Background: an optimization exercise with open tools, aiming at small area, a short achievable clock period and few clock cycles per item. Do not read the settings as production practice.
RTL that was checked went through simulation tests only; none was proved equivalent to the original.
Power is estimated from default activity; no workload was simulated.

== alpha ==
==> flow/design.v (excerpt) <==
module prince_top (
    input  wire         clk       ,
    input  wire         reset     ,
    input  wire         start     ,
    input  wire [191:0] plaintext ,
    input  wire [383:0] key       ,
    output reg          done      ,
    output wire [191:0] ciphertext
);
For scale: ~3,600 cells after synthesis, about 0.033 mm2 of cells after synthesis.
==> module prince_core_data, before the edit <==
module prince_core_data (
    input  wire [191:0] state   ,
    input  wire [191:0] pt      ,
    input  wire [383:0] key     ,
    input  wire         s_i     ,
    input  wire         s_p0    ,
    input  wire         s_p1    ,
    input  wire         s_de    ,
    input  wire         s_f     ,
    input  wire         s_d     ,
    input  wire         s_ef    ,
    input  wire [ 63:0] rc      ,
    output wire [191:0] nxt     ,
    output wire [191:0] ct
);
    localparam SBOX_NUMBER = 16;
    genvar j;
    wire [191:0] k0 = {key[383:320], key[255:192], key[127:64]};
    wire [191:0] k1 = {key[319:256], key[191:128], key[63:0]};
    wire [191:0] k0_end = {{key[320],key[383:322],(key[321] ^ key[383])},
        {key[192],key[255:194],(key[193] ^ key[255])},
        {key[64],key[127:66],(key[65] ^ key[127])}};
    wire [191:0] rck1 = {128'b0, rc} ^ k1;
    wire [191:0] h, p0, p1, u1, u5, w, w_sr, t, m, m_sr, v, d, e;
    generate
        for (j = 0; j < SBOX_NUMBER; j = j + 1) begin: nib
            Quadratic_294 Q (
                .x1(state[191-4*j -: 4]), .x2(state[127-4*j -: 4]), .x3(state[63-4*j -: 4]),
                .y1(h[191-4*j -: 4]), .y2(h[127-4*j -: 4]), .y3(h[63-4*j -: 4]));
        end
        for (j = 0; j < 3*SBOX_NUMBER; j = j + 1) begin: nsh
            nib_p0 P0 (.x(h[4*j +: 4]), .y(p0[4*j +: 4]));
            nib_p1 P1 (.x(h[4*j +: 4]), .y(p1[4*j +: 4]));
            nib_u1 U1 (.x(h[4*j +: 4]), .y(u1[4*j +: 4]));
            nib_u5 U5 (.x(h[4*j +: 4]), .y(u5[4*j +: 4]));
            nib_d4 D4 (.x(v[4*j +: 4]), .y(d[4*j +: 4]));
            nib_e6 E6 (.x(m[4*j +: 4]), .y(e[4*j +: 4]));
        end
        for (j = 0; j < 3; j = j + 1) begin: sh
            linear_m_inv  SRI (.data_in(w[191-64*j -: 64]), .data_out(w_sr[191-64*j -: 64]));
            linear_mprime MP  (.data_in(t[191-64*j -: 64]), .data_out(m[191-64*j -: 64]));
            linear_m      SR  (.data_in(m[191-64*j -: 64]), .data_out(m_sr[191-64*j -: 64]));
        end
    endgenerate
    assign w  = u5 ^ rck1;
    assign ct = w ^ k0_end;
    assign t  = ({192{s_de}} & u1) | ({192{s_f}} & w_sr);
    assign v  = m_sr ^ ({192{s_i}} & (pt ^ k0)) ^ rck1;
    assign nxt = ({192{s_p0}} & p0) | ({192{s_p1}} & p1) |
                 ({192{s_d}} & d) | ({192{s_ef}} & e);
endmodule
==> module prince_top, before the edit <==
module prince_top (
    input  wire         clk       ,
    input  wire         reset     ,
    input  wire         start     ,
    input  wire [191:0] plaintext ,
    input  wire [383:0] key       ,
    output reg          done      ,
    output wire [191:0] ciphertext
);
    reg  [191:0] shared_state;
    reg          busy;
    reg  [  2:0] pos;      
    reg  [ 11:0] layer;    
    reg          s_p0, s_p1, s_de, s_f, s_d, s_ef;
    wire [191:0] nxt;
    wire [ 63:0] rc;
    wire        last    = busy & pos[2] & layer[11];
    wire        busy_n  = busy ? ~last : start;
    wire [ 2:0] pos_n   = busy ? {pos[1:0], pos[2]} : 3'b001;
    wire [11:0] layer_n = ~busy  ? {11'b0, start} :
                          last   ? 12'b0 :
                          pos[2] ? {layer[10:0], 1'b0} : layer;
    localparam [64*12-1:0] RCS = {
        64'hC0AC29B7C97C50DD, 64'hD3B5A399CA0C2399, 64'h64A51195E0E3610D,
        64'hC882D32F25323C54, 64'h85840851F1AC43AA, 64'h7EF84F78FD955CB1,
        64'h0000000000000000, 64'hBE5466CF34E90C6C, 64'h452821E638D01377,
        64'h082EFA98EC4E6C89, 64'hA4093822299F31D0, 64'h13198A2E03707344};
    reg  [63:0] rc_r;
    wire [63:0] rc_n;
    genvar b, l;
    generate
        for (b = 0; b < 64; b = b + 1) begin: rcb
            wire [11:0] sel;
            for (l = 0; l < 12; l = l + 1) begin: rcl
                assign sel[l] = RCS[64*l + b] & layer_n[l];
            end
            assign rc_n[b] = |sel;
        end
    endgenerate
    assign rc = rc_r;
    prince_core_data d_prince_core (
        .state(shared_state),
        .pt   (plaintext   ),
        .key  (key         ),
        .s_i  (~busy       ),
        .s_p0 (s_p0        ),
        .s_p1 (s_p1        ),
        .s_de (s_de        ),
        .s_f  (s_f         ),
        .s_d  (s_d         ),
        .s_ef (s_ef        ),
        .rc   (rc          ),
        .nxt  (nxt         ),
        .ct   (ciphertext  )
    );
    always @(posedge clk) begin
        shared_state <= nxt;
    end
    always @(posedge clk) begin
        if (reset) begin
            busy  <= 1'b0;
            done  <= 1'b0;
            pos   <= 3'b001;
            layer <= 12'b0;
            s_p0  <= 1'b0;
            s_p1  <= 1'b0;
            s_de  <= 1'b0;
            s_f   <= 1'b0;
            s_d   <= 1'b1;
            s_ef  <= 1'b0;
            rc_r  <= 64'b0;
        end else begin
            busy  <= busy_n;
            done  <= busy & pos[1] & layer[11];
            pos   <= pos_n;
            layer <= layer_n;
            s_p0  <= busy_n & pos_n[0];
            s_p1  <= busy_n & pos_n[1];
            s_de  <= busy_n & pos_n[2] & (|layer_n[5:0]);
            s_f   <= busy_n & pos_n[2] & (|layer_n[11:6]);
            s_d   <= ~busy_n | (pos_n[2] & (|layer_n[4:0]));
            s_ef  <= busy_n & pos_n[2] & (|layer_n[10:5]);
            rc_r  <= rc_n;
        end
    end
endmodule
export LEC_CHECK = 0
export CAP_MARGIN = 20
export CORE_MARGIN = 2
export CORE_UTILIZATION = 55
export SETUP_SLACK_MARGIN = 3.0
export SLEW_MARGIN = 20
create_clock -name core_clock -period 6.5 [get_ports {clk}]
standard.sh (not shown) runs the stock make flow with config.mk's settings and CLKGATE_MAP_FILE= SYNTH_SCRIPT=/design/flow/synth_recipe.tcl, a recipe that flattens the netlist after the stock synthesis.
==> flow/flow/run.sh <==
#!/bin/bash
# Standard ORFS layout with two changes:
#  - synthesis maps the logic with flow/area.abc, an area-oriented ABC script,
#    in place of ORFS's speed script (everything else in the standard
#    synthesis, synth_recipe.tcl, is unchanged, so the registers are the same);
#  - the port buffers that buffer_ports inserts are the smallest plain buffer
#    (repair may still resize them).
set -euo pipefail
work=$(pwd)
{
  echo "proc abc {args} {"
  echo "  set i [lsearch -exact \$args -script]"
  echo "  if {\$i >= 0} { lset args [expr {\$i + 1}] $work/flow/area.abc }"
  echo "  yosys abc {*}\$args"
  echo "}"
  cat synth_recipe.tcl
} > own_synth.tcl
export BUFFER_PORTS_ARGS="-buffer_cell sky130_fd_sc_hd__buf_1"
bash standard.sh SYNTH_SCRIPT="$work/own_synth.tcl" finish > standard_flow.log 2>&1
==> flow/flow/area.abc <==
&get -n
&st
&dch
&nf
&put
Every stage of alpha finished as expected; the final checks, on the other hand, flagged max-capacitance violations, max-slew violations, which means the layout fails.
Testbench counts of alpha, summed over its fixed seeds: cycles 7,104, items 192.
Relative to alpha, the following input files were edited for delta:
--- a/flow/design.v
+++ b/flow/design.v
@@ -269,4 +269,5 @@
     input  wire         s_d     ,
     input  wire         s_ef    ,
+    input  wire         s_o     ,
     input  wire [ 63:0] rc      ,
     output wire [191:0] nxt     ,
@@ -307,5 +308,5 @@
     assign v  = m_sr ^ ({192{s_i}} & (pt ^ k0)) ^ rck1;
     assign nxt = ({192{s_p0}} & p0) | ({192{s_p1}} & p1) |
-                 ({192{s_d}} & d) | ({192{s_ef}} & e);
+                 ({192{s_d}} & d) | ({192{s_ef}} & e) | ({192{s_o}} & ct);
 endmodule
 module nib_p0 (input wire [3:0] x, output wire [3:0] y);
@@ -358,5 +359,5 @@
     reg  [  2:0] pos;      
     reg  [ 11:0] layer;    
-    reg          s_p0, s_p1, s_de, s_f, s_d, s_ef;
+    reg          s_p0, s_p1, s_de, s_f, s_d, s_ef, s_o;
     wire [191:0] nxt;
     wire [ 63:0] rc;
@@ -396,8 +397,10 @@
         .s_d  (s_d         ),
         .s_ef (s_ef        ),
+        .s_o  (s_o         ),
         .rc   (rc          ),
         .nxt  (nxt         ),
-        .ct   (ciphertext  )
+        .ct   (            )
     );
+    assign ciphertext = shared_state;
     always @(posedge clk) begin
         shared_state <= nxt;
@@ -415,8 +418,9 @@
             s_d   <= 1'b1;
             s_ef  <= 1'b0;
+            s_o   <= 1'b0;
             rc_r  <= 64'b0;
         end else begin
             busy  <= busy_n;
-            done  <= busy & pos[1] & layer[11];
+            done  <= last;
             pos   <= pos_n;
             layer <= layer_n;
@@ -427,4 +431,5 @@
             s_d   <= ~busy_n | (pos_n[2] & (|layer_n[4:0]));
             s_ef  <= busy_n & pos_n[2] & (|layer_n[10:5]);
+            s_o   <= busy_n & pos_n[2] & layer_n[11];
             rc_r  <= rc_n;
         end
## What came out
- [compare] base=alpha new=delta: synthesized area per cell held steady; global-route usage over all layers shrank by 1.3 points; number of flip-flops and latches grew by 1.
- Count of placed standard cells in the final layout, fillers left out (delta vs. alpha) decreases by a few percent
- The number of cells on the worst reg-to-reg path reported for delta is smaller than that of alpha by 3.
- Distinct cell type count of the synthesized netlist on delta is up relative to alpha.
- Compared with alpha, delta shows a final wirelength that is about 4% lower.
- Going from alpha to delta, net switching power went down, CTS buffer count went up, share of power burned in combinational logic now sits lower, wire length on met2 fell 3.1%.
- Final critical-path setup slack in delta is 0.28 ns higher than in alpha
- delta: full flow OK, the timing, design-rule and antenna checks passed
- For total power, dividing the value from alpha by the value from delta gives 1.4.
Function not checked in delta: the RTL went through the layout flow alone.

## run a
Another version of the RTL of prince_top (not shown whole).
For scale: about 4600 cells after synthesis, ~220 flip-flops, ~770 I/O pins.
==> module prince_core_data, before the edit <==
module prince_core_data (
    input  wire [191:0] state   ,
    input  wire [191:0] pt      ,
    input  wire [383:0] key     ,
    input  wire         s_i     ,
    input  wire         s_p0    ,
    input  wire         s_p1    ,
    input  wire         s_de    ,
    input  wire         s_f     ,
    input  wire         s_d     ,
    input  wire         s_ef    ,
    input  wire         s_o     ,
    input  wire [ 63:0] rc      ,
    output wire [191:0] nxt     ,
    output wire [191:0] ct
);
    localparam SBOX_NUMBER = 16;
    genvar j;
    wire [191:0] k0 = {key[383:320], key[255:192], key[127:64]};
    wire [191:0] k1 = {key[319:256], key[191:128], key[63:0]};
    wire [191:0] k0_end = {{key[320],key[383:322],(key[321] ^ key[383])},
        {key[192],key[255:194],(key[193] ^ key[255])},
        {key[64],key[127:66],(key[65] ^ key[127])}};
    wire [191:0] rck1 = {128'b0, rc} ^ k1;
    wire [191:0] h, p0, p1, u1, u5, w, w_sr, t, m, m_sr, v, d, e;
    generate
        for (j = 0; j < SBOX_NUMBER; j = j + 1) begin: nib
            Quadratic_294 Q (
                .x1(state[191-4*j -: 4]), .x2(state[127-4*j -: 4]), .x3(state[63-4*j -: 4]),
                .y1(h[191-4*j -: 4]), .y2(h[127-4*j -: 4]), .y3(h[63-4*j -: 4]));
        end
        for (j = 0; j < 3*SBOX_NUMBER; j = j + 1) begin: nsh
            nib_p0 P0 (.x(h[4*j +: 4]), .y(p0[4*j +: 4]));
            nib_p1 P1 (.x(h[4*j +: 4]), .y(p1[4*j +: 4]));
            nib_u1 U1 (.x(h[4*j +: 4]), .y(u1[4*j +: 4]));
            nib_u5 U5 (.x(h[4*j +: 4]), .y(u5[4*j +: 4]));
            nib_d4 D4 (.x(v[4*j +: 4]), .y(d[4*j +: 4]));
            nib_e6 E6 (.x(m[4*j +: 4]), .y(e[4*j +: 4]));
        end
        for (j = 0; j < 3; j = j + 1) begin: sh
            linear_m_inv  SRI (.data_in(w[191-64*j -: 64]), .data_out(w_sr[191-64*j -: 64]));
            linear_mprime MP  (.data_in(t[191-64*j -: 64]), .data_out(m[191-64*j -: 64]));
            linear_m      SR  (.data_in(m[191-64*j -: 64]), .data_out(m_sr[191-64*j -: 64]));
        end
    endgenerate
    assign w  = u5 ^ rck1;
    assign ct = w ^ k0_end;
    assign t  = ({192{s_de}} & u1) | ({192{s_f}} & w_sr);
    assign v  = m_sr ^ ({192{s_i}} & (pt ^ k0)) ^ rck1;
    assign nxt = ({192{s_p0}} & p0) | ({192{s_p1}} & p1) |
                 ({192{s_d}} & d) | ({192{s_ef}} & e) | ({192{s_o}} & ct);
endmodule
==> module prince_top, before the edit <==
module prince_top (
    input  wire         clk       ,
    input  wire         reset     ,
    input  wire         start     ,
    input  wire [191:0] plaintext ,
    input  wire [383:0] key       ,
    output reg          done      ,
    output wire [191:0] ciphertext
);
    reg  [191:0] shared_state;
    reg          busy;
    reg  [  2:0] pos;      
    reg  [ 11:0] layer;    
    reg          s_p0, s_p1, s_de, s_f, s_d, s_ef, s_o;
    wire [191:0] nxt;
    wire [ 63:0] rc;
    localparam [64*12-1:0] RCS = {
        64'hC0AC29B7C97C50DD, 64'hD3B5A399CA0C2399, 64'h64A51195E0E3610D,
        64'hC882D32F25323C54, 64'h85840851F1AC43AA, 64'h7EF84F78FD955CB1,
        64'h0000000000000000, 64'hBE5466CF34E90C6C, 64'h452821E638D01377,
        64'h082EFA98EC4E6C89, 64'hA4093822299F31D0, 64'h13198A2E03707344};
    genvar b, l;
    generate
        for (b = 0; b < 64; b = b + 1) begin: rcb
            wire [11:0] sel;
            for (l = 0; l < 12; l = l + 1) begin: rcl
                assign sel[l] = RCS[64*l + b] & layer[l];
            end
            assign rc[b] = |sel;
        end
    endgenerate
    prince_core_data d_prince_core (
        .state(shared_state),
        .pt   (plaintext   ),
        .key  (key         ),
        .s_i  (~busy       ),
        .s_p0 (s_p0        ),
        .s_p1 (s_p1        ),
        .s_de (s_de        ),
        .s_f  (s_f         ),
        .s_d  (s_d         ),
        .s_ef (s_ef        ),
        .s_o  (s_o         ),
        .rc   (rc          ),
        .nxt  (nxt         ),
        .ct   (            )
    );
    assign ciphertext = shared_state;
    always @(posedge clk) begin
        shared_state <= nxt;
    end
    wire        last    = busy & pos[2] & layer[11];
    wire        busy_n  = busy ? ~last : start;
    wire [ 2:0] pos_n   = busy ? {pos[1:0], pos[2]} : 3'b001;
    wire [11:0] layer_n = ~busy  ? {11'b0, start} :
                          last   ? 12'b0 :
                          pos[2] ? {layer[10:0], 1'b0} : layer;
    always @(posedge clk) begin
        if (reset) begin
            busy  <= 1'b0;
            done  <= 1'b0;
            pos   <= 3'b001;
            layer <= 12'b0;
            s_p0  <= 1'b0;
            s_p1  <= 1'b0;
            s_de  <= 1'b0;
            s_f   <= 1'b0;
            s_d   <= 1'b1;
            s_ef  <= 1'b0;
            s_o   <= 1'b0;
        end else begin
            busy  <= busy_n;
            done  <= last;
            pos   <= pos_n;
            layer <= layer_n;
            s_p0  <= busy_n & pos_n[0];
            s_p1  <= busy_n & pos_n[1];
            s_de  <= busy_n & pos_n[2] & (|layer_n[5:0]);
            s_f   <= busy_n & pos_n[2] & (|layer_n[11:6]);
            s_d   <= ~busy_n | (pos_n[2] & (|layer_n[4:0]));
            s_ef  <= busy_n & pos_n[2] & (|layer_n[10:5]);
            s_o   <= busy_n & pos_n[2] & layer_n[11];
        end
    end
endmodule
make LEC_CHECK=0 CAP_MARGIN=20 CORE_MARGIN=2 CORE_UTILIZATION=55 SETUP_SLACK_MARGIN=0.4 SLEW_MARGIN=20 finish   # period 6.5 ns
run.sh (not shown) runs the stock make flow with config.mk's settings and CLKGATE_MAP_FILE= SYNTH_SCRIPT=/design/flow/synth_recipe.tcl, a recipe that flattens the netlist after the stock synthesis.
Stock flow here: none of the scripts above is used.
Run a went all the way through the flow, and no timing, DRC or antenna check failed.
Testbench counts of run a, summed over its fixed seeds: cycles 7,296, items 192.
Input-level comparison between run b and run a:
diff --git a/flow/design.v b/flow/design.v
--- a/flow/design.v
+++ b/flow/design.v
@@ -269,5 +269,4 @@
     input  wire         s_d     ,
     input  wire         s_ef    ,
-    input  wire         s_o     ,
     input  wire [ 63:0] rc      ,
     output wire [191:0] nxt     ,
@@ -308,5 +307,5 @@
     assign v  = m_sr ^ ({192{s_i}} & (pt ^ k0)) ^ rck1;
     assign nxt = ({192{s_p0}} & p0) | ({192{s_p1}} & p1) |
-                 ({192{s_d}} & d) | ({192{s_ef}} & e) | ({192{s_o}} & ct);
+                 ({192{s_d}} & d) | ({192{s_ef}} & e);
 endmodule
 module nib_p0 (input wire [3:0] x, output wire [3:0] y);
@@ -359,5 +358,5 @@
     reg  [  2:0] pos;      
     reg  [ 11:0] layer;    
-    reg          s_p0, s_p1, s_de, s_f, s_d, s_ef, s_o;
+    reg          s_p0, s_p1, s_de, s_f, s_d, s_ef;
     wire [191:0] nxt;
     wire [ 63:0] rc;
@@ -388,10 +387,8 @@
         .s_d  (s_d         ),
         .s_ef (s_ef        ),
-        .s_o  (s_o         ),
         .rc   (rc          ),
         .nxt  (nxt         ),
-        .ct   (            )
+        .ct   (ciphertext  )
     );
-    assign ciphertext = shared_state;
     always @(posedge clk) begin
         shared_state <= nxt;
@@ -415,8 +412,7 @@
             s_d   <= 1'b1;
             s_ef  <= 1'b0;
-            s_o   <= 1'b0;
         end else begin
             busy  <= busy_n;
-            done  <= last;
+            done  <= busy & pos[1] & layer[11];
             pos   <= pos_n;
             layer <= layer_n;
@@ -427,5 +423,4 @@
             s_d   <= ~busy_n | (pos_n[2] & (|layer_n[4:0]));
             s_ef  <= busy_n & pos_n[2] & (|layer_n[10:5]);
-            s_o   <= busy_n & pos_n[2] & layer_n[11];
         end
     end
Notes after the runs:
The run showing the smaller cell count is run b.
From run a to run b the numbers moved as follows: share of synthesized area occupied by flip-flops and latches now sits higher; number of hold-repair buffers added at the cts stage level.
Critical path data required time on run b is down relative to run a.
Looking at slowest stage cell on the critical path, the sky130_fd_sc_hd__o21ai_0 result is from run a; the sky130_fd_sc_hd__dfxtp_1 one comes from run b.
The sequential cell count of the final layout reported for run b is smaller than that of run a by 1.
| number of flops mapped to enable cells by yosys | run a vs run b | ≈ equal |
The combinational power share of run b exceeds that of run a by 5.5 points.
Run b can be clocked slower than run a.
Number of antenna violations at the first check in global routing came out exactly the same in run a and run b.
When run b is measured against run a, its final antenna diode count turns out 2 higher.
Looking at flip-flop and latch power, run b sits 5.4% below run a.
[compare] base=run a new=run b: count of final hold-check violations held, portion of the clock cycle consumed by the worst path in the final layout went up 6.5 points.
No functional check of the RTL was part of run b.

## afterwards: timing with drivers on the ports
In the flow no input, the clock included, has a driving cell. The finished layouts below were timed again as built, in two steps. Step 1 assumes that a clkbuf_16 drives the clock port and a buf_2 every other input. Step 2, shift: input delay + t, output delay - t, t = (earliest + latest rising clock arrival at the registers) / 2. This alone moves slack from input paths to output paths. Three values: ideal, step 1, step 2; two values: the first two.
run | t, ns | slack for setup (ns) | hold slack, ns | worst setup path after step 2
alpha | 0.649 | 2.635 / 2.565 / 2.193 | 0.487 / 0.487 / 0.487 | input to register
delta | 0.644 | 2.911 / 2.911 / 2.385 | 0.461 / 0.461 / 0.461 | input to register
run a | 0.690 | 1.488 / 1.488 / 1.488 | 0.444 / 0.444 / 0.444 | register to register
run b | 0.655 | 1.066 / 0.998 / 1.444 | 0.457 / 0.457 / 0.457 | input to output
The setup slack of delta, which loses most, moves by 0.000 ns with the drivers and by -0.526 ns with both steps.
